Context: an optimization exercise on an open-source flow, tuned for small area and a short achievable clock period. The choices shown serve that exercise and are no tape-out recipe. Power figures rest on the tool's default switching activity, not on a simulated workload.

==> build 97 <==
==> flow/design.v (excerpt) <==
module router_extended (
  input  wire        clk,
  input  wire        rst,
  input  wire        start,
  input  wire [2:0]  cond_sel,
  input  wire [3:0]  opcode,
  input  wire [15:0] op_a,
  input  wire [15:0] op_b,
  output reg         busy,
  output reg         done,
  output reg  [31:0] result
);
==> module ks_add, before the edit <==
module ks_add #(
  parameter W = 18
)(
  input  wire [W-1:0] x,
  input  wire [W-1:0] y,
  output wire [W-1:0] s
);
  localparam N = $clog2(W);
  wire [W-1:0] g [0:N];
  wire [W-1:0] p [0:N];
  assign g[0] = x & y;
  assign p[0] = x ^ y;
  genvar l, i;
  generate
    for (l = 0; l < N; l = l + 1) begin : lvl
      for (i = 0; i < W; i = i + 1) begin : bit_
        if (i >= (1 << l)) begin : comb
          assign g[l+1][i] = g[l][i] | (p[l][i] & g[l][i-(1<<l)]);
          assign p[l+1][i] = p[l][i] & p[l][i-(1<<l)];
        end else begin : pass
          assign g[l+1][i] = g[l][i];
          assign p[l+1][i] = p[l][i];
        end
      end
    end
  endgenerate
  assign s = p[0] ^ {g[N][W-2:0], 1'b0};
endmodule
==> module router_extended, before the edit <==
module router_extended (
  input  wire        clk,
  input  wire        rst,
  input  wire        start,
  input  wire [2:0]  cond_sel,
  input  wire [3:0]  opcode,
  input  wire [15:0] op_a,
  input  wire [15:0] op_b,
  output reg         busy,
  output reg         done,
  output reg  [31:0] result
);
  wire f_bin = (opcode <= 4'd2);
  wire f_dec = (opcode >= 4'd3)   && (opcode <= 4'd5);
  wire f_duo = (opcode >= 4'd6) && (opcode <= 4'd8);
  reg [3:0] lat1;
  always @(*) begin
    case (cond_sel)
      3'd0:    lat1 = f_bin ? 4'd2 : f_dec ? 4'd9 : 4'd7;
      3'd1:    lat1 = f_dec ? 4'd2 : 4'd7;
      3'd2:    lat1 = f_duo ? 4'd2 : f_bin ? 4'd7 : 4'd9;
      3'd4:    lat1 = (f_bin | f_dec) ? 4'd2 : 4'd7;
      default: lat1 = (f_bin | f_dec | f_duo) ? 4'd2 : 4'd9;
    endcase
  end
  reg  [3:0] cnt;
  wire       last = (cnt == 4'd0);
  always @(posedge clk) begin
    if (rst) begin
      busy <= 1'b0;
      done <= 1'b0;
      cnt  <= 4'd0;
    end else begin
      done <= busy & last;
      if (!busy) begin
        busy <= start;
        if (start) cnt <= lat1;
      end else if (last) begin
        busy <= 1'b0;
      end else begin
        cnt <= cnt - 4'd1;
      end
    end
  end
  wire is_add = (opcode == 4'd0) || (opcode == 4'd3) || (opcode == 4'd6);
  wire is_sub = (opcode == 4'd1) || (opcode == 4'd4) || (opcode == 4'd7);
  wire [15:0] h_init = is_add ? op_b : is_sub ? ~op_b : 16'd0;
  wire [15:0] m_init = (opcode == 4'd2)   ? op_b  :
                       (opcode == 4'd5) ? 16'd10 :
                       (opcode == 4'd8)  ? 16'd3  :
                       (is_add | is_sub)         ? 16'd1  : 16'd0;
  function [11:0] dec(input [7:0] c);
    integer i;
    for (i = 0; i < 4; i = i + 1)
      dec[3*i +: 3] = {c[2*i+1] & c[2*i], c[2*i+1] & ~c[2*i], ~c[2*i+1] & c[2*i]};
  endfunction
  function [17:0] row(input [2:0] sel, input [15:0] a, input [17:0] a3);
    row = ({18{sel[0]}} & {2'b0, a}) |
          ({18{sel[1]}} & {1'b0, a, 1'b0}) |
          ({18{sel[2]}} & a3);
  endfunction
  reg  [15:0] a_r;      
  reg  [17:0] a3_r;     
  reg         sub_r;    
  reg  [15:0] hs, hc;   
  reg  [7:0]  ls, lc;   
  reg  [11:0] sel;      
  reg  [7:0]  lb;       
  wire        load = !busy | (cnt == 4'd3);
  wire [17:0] a3;
  ks_add #(.W(18)) u_a3 (.x({2'b0, op_a}), .y({1'b0, op_a, 1'b0}), .s(a3));
  wire [8:0]  lo = {1'b0, ls} + {1'b0, lc};
  wire [23:0] x, y;
  step_csa u_csa (
    .hs(hs), .hc(hc),
    .r0(row(sel[2:0], a_r, a3_r)), .r1(row(sel[5:3], a_r, a3_r)),
    .r2(row(sel[8:6], a_r, a3_r)), .r3(row(sel[11:9], a_r, a3_r)),
    .cin(lo[8]), .x(x), .y(y)
  );
  always @(posedge clk) begin
    a_r   <= op_a;
    a3_r  <= a3;
    sub_r <= is_sub;
    if (load) begin
      hs  <= h_init;
      hc  <= {15'd0, is_sub};
      ls  <= 8'd0;
      lc  <= 8'd0;
      sel <= dec(m_init[7:0]);
      lb  <= m_init[15:8];
    end else begin
      hs  <= x[23:8];
      hc  <= y[23:8];
      ls  <= x[7:0];
      lc  <= y[7:0];
      sel <= dec(lb);
      lb  <= lo[7:0];
    end
  end
  wire [23:0] f = {hs, ls} + {hc, lc};
  wire        borrow = sub_r & ~f[8];
  wire [31:0] res = {f[23:9] | {15{borrow}}, f[8] ^ sub_r, f[7:0], lb};
  always @(posedge clk) begin
    if (rst)
      result <= 32'd0;
    else if (busy & last)
      result <= res;
  end
endmodule
clock: 10.0 ns
lec_check: 0
abc_clock_period_in_ps: 1000
cap_margin: 20
core_margin: 2
core_utilization: 40
setup_slack_margin: 5
slew_margin: 20
run.sh (not shown) runs the stock make flow with config.mk's settings and CLKGATE_MAP_FILE= SYNTH_SCRIPT=/design/flow/synth_recipe.tcl, a recipe that flattens the netlist after the stock synthesis.
==> trial 13 (differences from build 97) <==
--- a/flow/design.v
+++ b/flow/design.v
@@ -145,35 +145,6 @@
   assign y = {1'b0, t132, t130, t128, t126, t124, t122, t120, t118, t116, t114, t112, t110, t108, t106, t104, t102, t100, t98, t96, t94, t92, t90, t89};
 endmodule
 `timescale 1ns/1ps
-module ks_add #(
-  parameter W = 18
-)(
-  input  wire [W-1:0] x,
-  input  wire [W-1:0] y,
-  output wire [W-1:0] s
-);
-  localparam N = $clog2(W);
-  wire [W-1:0] g [0:N];
-  wire [W-1:0] p [0:N];
-  assign g[0] = x & y;
-  assign p[0] = x ^ y;
-  genvar l, i;
-  generate
-    for (l = 0; l < N; l = l + 1) begin : lvl
-      for (i = 0; i < W; i = i + 1) begin : bit_
-        if (i >= (1 << l)) begin : comb
-          assign g[l+1][i] = g[l][i] | (p[l][i] & g[l][i-(1<<l)]);
-          assign p[l+1][i] = p[l][i] & p[l][i-(1<<l)];
-        end else begin : pass
-          assign g[l+1][i] = g[l][i];
-          assign p[l+1][i] = p[l][i];
-        end
-      end
-    end
-  endgenerate
-  assign s = p[0] ^ {g[N][W-2:0], 1'b0};
-endmodule
-`timescale 1ns/1ps
 module router_extended (
   input  wire        clk,
   input  wire        rst,
@@ -243,8 +214,6 @@
   reg  [11:0] sel;      
   reg  [7:0]  lb;       
   wire        load = !busy | (cnt == 4'd3);
-  wire [17:0] a3;
-  ks_add #(.W(18)) u_a3 (.x({2'b0, op_a}), .y({1'b0, op_a, 1'b0}), .s(a3));
   wire [8:0]  lo = {1'b0, ls} + {1'b0, lc};
   wire [23:0] x, y;
   step_csa u_csa (
@@ -255,7 +224,7 @@
   );
   always @(posedge clk) begin
     a_r   <= op_a;
-    a3_r  <= a3;
+    a3_r  <= {2'b0, op_a} + {1'b0, op_a, 1'b0};
     sub_r <= is_sub;
     if (load) begin
       hs  <= h_init;
==> flow/flow/run.sh (new file) <==
#!/bin/bash
# The standard layout, with timing repair aimed past the 10 ns constraint.
set -euo pipefail
bash standard.sh SETUP_SLACK_MARGIN=7 finish > standard.log 2>&1
==> flow/standard.sh (new file) <==
#!/bin/bash
# synth_recipe.tcl (not shown) runs the flow's synth.tcl, then flattens the netlist and writes it again
# the make line also repeats each setting of config.mk as NAME=value (left out here)
make -C /OpenROAD-flow-scripts/flow DESIGN_CONFIG=/design/flow/config.mk WORK_HOME=/design/flow/orfs CLKGATE_MAP_FILE= SYNTH_SCRIPT=/design/flow/synth_recipe.tcl "${@:-finish}"
Settings changed: ABC_CLOCK_PERIOD_IN_PS 1000 to 1500, SETUP_SLACK_MARGIN 5 to unset.
removed: flow/run.sh
==> build 91 (differences from build 97) <==
--- a/flow/design.v
+++ b/flow/design.v
@@ -145,35 +145,6 @@
   assign y = {1'b0, t132, t130, t128, t126, t124, t122, t120, t118, t116, t114, t112, t110, t108, t106, t104, t102, t100, t98, t96, t94, t92, t90, t89};
 endmodule
 `timescale 1ns/1ps
-module ks_add #(
-  parameter W = 18
-)(
-  input  wire [W-1:0] x,
-  input  wire [W-1:0] y,
-  output wire [W-1:0] s
-);
-  localparam N = $clog2(W);
-  wire [W-1:0] g [0:N];
-  wire [W-1:0] p [0:N];
-  assign g[0] = x & y;
-  assign p[0] = x ^ y;
-  genvar l, i;
-  generate
-    for (l = 0; l < N; l = l + 1) begin : lvl
-      for (i = 0; i < W; i = i + 1) begin : bit_
-        if (i >= (1 << l)) begin : comb
-          assign g[l+1][i] = g[l][i] | (p[l][i] & g[l][i-(1<<l)]);
-          assign p[l+1][i] = p[l][i] & p[l][i-(1<<l)];
-        end else begin : pass
-          assign g[l+1][i] = g[l][i];
-          assign p[l+1][i] = p[l][i];
-        end
-      end
-    end
-  endgenerate
-  assign s = p[0] ^ {g[N][W-2:0], 1'b0};
-endmodule
-`timescale 1ns/1ps
 module router_extended (
   input  wire        clk,
   input  wire        rst,
@@ -243,8 +214,6 @@
   reg  [11:0] sel;      
   reg  [7:0]  lb;       
   wire        load = !busy | (cnt == 4'd3);
-  wire [17:0] a3;
-  ks_add #(.W(18)) u_a3 (.x({2'b0, op_a}), .y({1'b0, op_a, 1'b0}), .s(a3));
   wire [8:0]  lo = {1'b0, ls} + {1'b0, lc};
   wire [23:0] x, y;
   step_csa u_csa (
@@ -255,7 +224,7 @@
   );
   always @(posedge clk) begin
     a_r   <= op_a;
-    a3_r  <= a3;
+    a3_r  <= {2'b0, op_a} + {1'b0, op_a, 1'b0};
     sub_r <= is_sub;
     if (load) begin
       hs  <= h_init;
Settings changed: ABC_CLOCK_PERIOD_IN_PS 1000 to 1500.
==> qor.yml <==
multi_input_area_share_pct: 51.8
rsz0062_at_grt: "true"
power_leader: "the clock network"
n_clock_buffer: 17
drt_wl_total_um: 26300
drive_gt1_share_pct: 22.3
syn_avg_cell_area_um2: 8.74
synth_xor_area_share_pct: 3.22
dr.pass1.iters: 13
pwr-share-clk_pct: 37.3
swShare_pct: 33.3
critPathMaxFanout: 3
final_net_count: 1257
multi_input_comb_area_mm2: 0.00583
status: "timing/DRC/antenna clean"
required_ns: 10.32
grt_pass1_wl_um: 40100
[end of results for trial 13]
==> qor.yml <==
final_net_count: 1208
drt_wl_total_um: 24100
multi_input_area_share_pct: 51.4
rsz0062_at_grt: "false"
status: "timing/DRC/antenna clean"
drive_gt1_share_pct: 4.77
swShare_pct: 32.5
grt_pass1_wl_um: 38400
synth_xor_area_share_pct: 3.22
required_ns: 10.30
multi_input_comb_area_mm2: 0.00533
pwr-share-clk_pct: 37.0
critPathMaxFanout: 4
[end of results for build 91]
==> qor.yml <==
syn_avg_cell_area_um2: 8.58
drt_wl_total_um: 24200
drive_gt1_share_pct: 4.89
n_clock_buffer: 19
grt_pass1_wl_um: 39000
status: "timing/DRC/antenna clean"
power_leader: "sequential cells"
final_net_count: 1243
pwr-share-clk_pct: 35.7
[end of results for build 97]
No run of this note included a check of the RTL's function; only the layout flow was run.

## port drivers added, routing unchanged
Ports are ideal in the flow. The routed layouts listed here were re-timed in OpenROAD.
Step 1, drivers: a clkbuf_16 drives clk and a buf_2 each remaining input, both assumed.
Step 2 times the ports against the registers' clock, not the clock port: input delays grow and output delays shrink by t, the midpoint of the rising clock arrivals with the driver on.
Slacks: no drivers / after step 1 / after step 2; pairs: no drivers / after step 1.
| run | t, ns | setup WS [ns] | worst register clock-pin slew, ns | worst data-port slew with drivers (ns) | cell pins on the clock port's net |
|---|---|---|---|---|---|
| build 97 | 0.466 | 5.919 / 5.938 / 5.473 | 0.07 / 0.07 | 0.05 | 1 |
| trial 13 | 0.475 | 6.600 / 6.599 / 6.123 | 0.07 / 0.07 | 0.12 | 1 |
| build 91 | 0.459 | 5.968 / 5.989 / 5.531 | 0.07 / 0.07 | 0.04 | 1 |
After both steps setup and hold are still met in every run listed. The setup slack of trial 13, which loses most, moves by -0.001 ns with the drivers and by -0.477 ns with both steps.
